This is an optimization exercise on Yosys and OpenROAD, whose aim is small area and a short achievable clock period, not a production implementation. Only simulation tests tie the RTL to the original design; equivalence was not proved. Power and IR drop assume default switching activity.

Design DCPU, start of the top module:
module DCPU(
  input  wire       CLK,
  input  wire       RST,
  input  wire       EN,
  input  wire       Start,
  output wire[7:0]  InstMemAddr,
  input  wire[15:0] Inst,
  output wire[7:0]  DataMemAddr,
  input  wire[15:0] DataIn,
  output wire       DataMemWE,
  output wire[15:0] DataOut
);
  localparam [4:0] NOP  = 5'b00000, HALT = 5'b00001, LOAD = 5'b00010,
                   STORE= 5'b00011, CMP  = 5'b00100, BE   = 5'b00101,
                   JUMP = 5'b00110, JMPR = 5'b00111, BZ   = 5'b01000,
                   BNZ  = 5'b01001, BN   = 5'b01010, BNN  = 5'b01011,
                   BC   = 5'b01100, BNC  = 5'b01101, BB   = 5'b01110,
                   BS   = 5'b01111, ADD  = 5'b10000, ADDI = 5'b10001,
                   ADDC = 5'b10010, SUB  = 5'b10011, SUBI = 5'b10100,
                   SUBB = 5'b10101, INC  = 5'b10110, LDIL = 5'b10111,
                   LDIH = 5'b11000, XOR  = 5'b11001, AND  = 5'b11010,
                   OR   = 5'b11011, SLL  = 5'b11100, SLA  = 5'b11101,
                   SRL  = 5'b11110, SRA  = 5'b11111;
  localparam [3:0] A_ZERO = 4'b0000, A_ADD = 4'b0001, A_SUB = 4'b0011,
                   A_XOR  = 4'b0100, A_AND = 4'b0101, A_OR  = 4'b0110,
                   A_SLL  = 4'b1000, A_SRL = 4'b1010, A_SRA = 4'b1011;
  reg        state;           
  reg [7:0]  PC;
  reg        PCSt;
  reg [1:0]  BrSt;
  reg [15:0] IDIR;
  reg [4:0]  EXop;            
  reg [2:0]  EXrd;            
  reg [3:0]  EXOP;            
  reg        EXCF;            
  reg [15:0] EXRA, EXRB, EXSD;
  reg [4:0]  MRop;
  reg [2:0]  MRrd;
  reg [15:0] MRRC;
  reg        MRCF;
  reg        MRDW;
  reg [15:0] MRSD;
  reg        WBwe;            
  reg        WBhalt;          
  reg [2:0]  WBrd;
  reg [15:0] WBRC;
  reg [15:0] GR [0:7];
  wire [15:0] ALUOUT;
  wire        ALUOCF;
  ALU ALUM(.OPC(EXOP), .IN1(EXRA), .IN2(EXRB), .ICF(EXCF),
           .OUT(ALUOUT), .OCF(ALUOCF));
  assign InstMemAddr = PC;
  assign DataMemAddr = MRRC[7:0];
  assign DataMemWE   = MRDW;
  assign DataOut     = MRSD;
  wire run = state;
  always @(posedge CLK, posedge RST)
    if (RST) state <= 1'b0;
    else if (!state) state <= EN & Start;
    else             state <= EN & ~WBhalt;
  wire ctrlInst = (Inst[15:14] == 2'b01) | (Inst[15:11] == BE) |
  ...
For scale: ~2,500 cells after synthesis, roughly 69 I/O pins, roughly 18,000 µm² of cells after synthesis.
==> flow/config.mk <==
export PLATFORM = sky130hd
export DESIGN_NAME = DCPU
export DESIGN_NICKNAME = DCPU
export VERILOG_FILES = /design/flow/design.v
export SDC_FILE = /design/flow/constraint.sdc
export NUM_CORES = 4
export LEC_CHECK = 0
export ABC_AREA = 1
export CAP_MARGIN = 20
export CORE_MARGIN = 2
export CORE_UTILIZATION = 40
export SETUP_SLACK_MARGIN = 2.8
export SLEW_MARGIN = 20
==> flow/constraint.sdc <==
create_clock -name core_clock -period 5.0 [get_ports {CLK}]
set_input_delay 1.0000 -clock core_clock [delete_from_list [all_inputs] [get_ports {CLK}]]
set_output_delay 1.0000 -clock core_clock [all_outputs]
set_load 0.01 [all_outputs]
run.sh (not shown) runs the stock make flow with config.mk's settings and CLKGATE_MAP_FILE= SYNTH_SCRIPT=/design/flow/synth_recipe.tcl, a recipe that flattens the netlist after the stock synthesis.
The first run finished with timing, DRC and antenna clean.
Then changed:
- PLACE_DENSITY: not set -> 0.75
- SETUP_SLACK_MARGIN: 2.8 -> 2.6
What happened:
- combinational power went down by 7.9%
- via count went down by 1.9%
- worst hold slack got worse by 0.010 ns
- worst setup slack improved by 0.039 ns
- sequential share of layout area went up by 2.3 points
- total power went down by 5.7%
- cell area went down by about 7%
- global-route usage went down by 2.5 points
Then changed:
- PLACE_DENSITY: 0.75 -> not set
- SETUP_SLACK_MARGIN: 2.6 -> 2.4
Synthesized cell count does not change.
Maximum frequency fell by 6.0%.
Final cell count hardly moves.
Worst hold slack gains 0.012 ns.
Flip-flop and latch count stays the same.
Count of clock-buffer cells in the layout rose by 8.
Combinational power fell by 17%.
Area after synthesis does not change.
Register-to-register slack loses 0.12 ns.
Cell area fell by 2.9%.
Then changed:
- PLACE_DENSITY: not set -> 0.45
- SETUP_SLACK_MARGIN: 2.4 -> 2.6
Cell count increases slightly.
Clock power grows by a few percent.
Worst setup slack gains 0.17 ns.
Wire length rises by roughly a tenth.
Sequential power climbs slightly.

* * *

wip/indigo:
DCPU again, from the RTL that the note above started with.
Settings: LEC_CHECK=0, ABC_AREA=1, CAP_MARGIN=20, CORE_MARGIN=2, CORE_UTILIZATION=40, SETUP_SLACK_MARGIN=2.7, SLEW_MARGIN=20; clock period 5.0 ns.
wip/indigo ended with every stage complete and zero timing, DRC or antenna violations.
Here is what was changed in the inputs of wip/onyx compared with wip/indigo.
- a change of SETUP_SLACK_MARGIN from 2.7 to 2.3
## What came out
[compare] base=wip/indigo new=wip/onyx: leakage dissipation -0.00073 uW, worst path arrival time -1.23 ns, minimum setup slack among reg-to-reg paths -0.13 ns.
Inputs modified between wip/onyx and wip/garnet:
- SETUP_SLACK_MARGIN: 2.3 -> 2.6
- ABC_AREA: 1 -> 0
The more densely filled core belongs to wip/garnet, not wip/onyx.
Launching element of the worst setup path: EXOP[1] -> wip/garnet, MRRC[6] -> wip/onyx
wip/garnet contains fewer vias than wip/onyx.
Changes observed in wip/garnet relative to wip/onyx: share of the clock period used by the worst path moved up; multi-input combinational area share moved up; worst setup slack after layout moved down; clock skew moved up.
Compared with wip/onyx, in wip/garnet placeable core region higher, sequential cell fraction of total power lower.
Taking wip/onyx as the reference, in wip/garnet global routing usage on met3 has increased, critical path depth has increased, total wirelength of the detailed-routed design has increased.
> inputs changed (wip/garnet -> wip/lagoon)
- an added TNS_END_PERCENT of 50
- a change of ABC_AREA from 0 to 1
==> notes.md <==
EXRB[8] as the worst setup path endpoint was reported by wip/garnet, and InstMemAddr[6] by wip/lagoon.
Against wip/garnet as the reference, wip/lagoon delivers a higher least setup slack across all paths after layout.
| number of non-clock inverters | wip/lagoon vs wip/garnet | 182 higher |
Of wip/lagoon and wip/garnet, it is wip/lagoon that has the higher number of standard cells after synthesis.
Cell area after synthesis for wip/lagoon: 4.7% down relative to wip/garnet
Post-detailed-placement half-perimeter wirelength of wip/lagoon exceeds that of wip/garnet by a few percent.
In the flow results for wip/lagoon and wip/garnet, the overall routing resource usage is smaller on wip/lagoon.
wip/lagoon vs. wip/garnet: biggest fanout along the worst timing path saw a decrease; final area decreased 7.8%; length of the first detailed-routing pass in iterations moved down; pin count of the biggest net entering global routing saw a decrease.

[static timing again, ports no longer ideal]
The flow's constraints put no driver on any port. The routed layouts listed below were extracted and timed again, unchanged, in two steps. Step 1 assumes that a clkbuf_16 drives the clock port and a buf_2 every other input. Step 2 adds t to the input delays and takes it off the output delays; t is the mean of the earliest and latest rising clock arrival at the registers after step 1. Input paths then give back, and output paths get back, about the clock's delay inside the block. Three values: no drivers, after step 1, after step 2; two values: the first two.
| run | t, ns | slack for setup (ns) | worst data-port slew with drivers (ns) |
|---|---|---|---|
| the first run of note 1 | 0.587 | 2.558 / 2.558 / 2.271 | 0.04 |
| the second run of note 1 | 0.623 | 2.597 / 2.564 / 2.085 | 0.05 |
| the third run of note 1 | 0.584 | 2.443 / 2.390 / 1.995 | 0.04 |
| the fourth run of note 1 | 0.604 | 2.610 / 2.610 / 2.044 | 0.04 |
| wip/indigo | 0.585 | 2.502 / 2.502 / 2.121 | 0.04 |
| wip/onyx | 0.583 | 2.362 / 2.309 / 1.879 | 0.04 |
| wip/garnet | 0.617 | 2.074 / 2.074 / 1.794 | 0.04 |
| wip/lagoon | 0.583 | 2.466 / 2.411 / 2.259 | 0.04 |
After both steps every run listed still meets setup and hold. For the fourth run of note 1, which loses most, drivers alone change the setup slack by 0.000 ns; drivers and shift together by -0.566 ns.
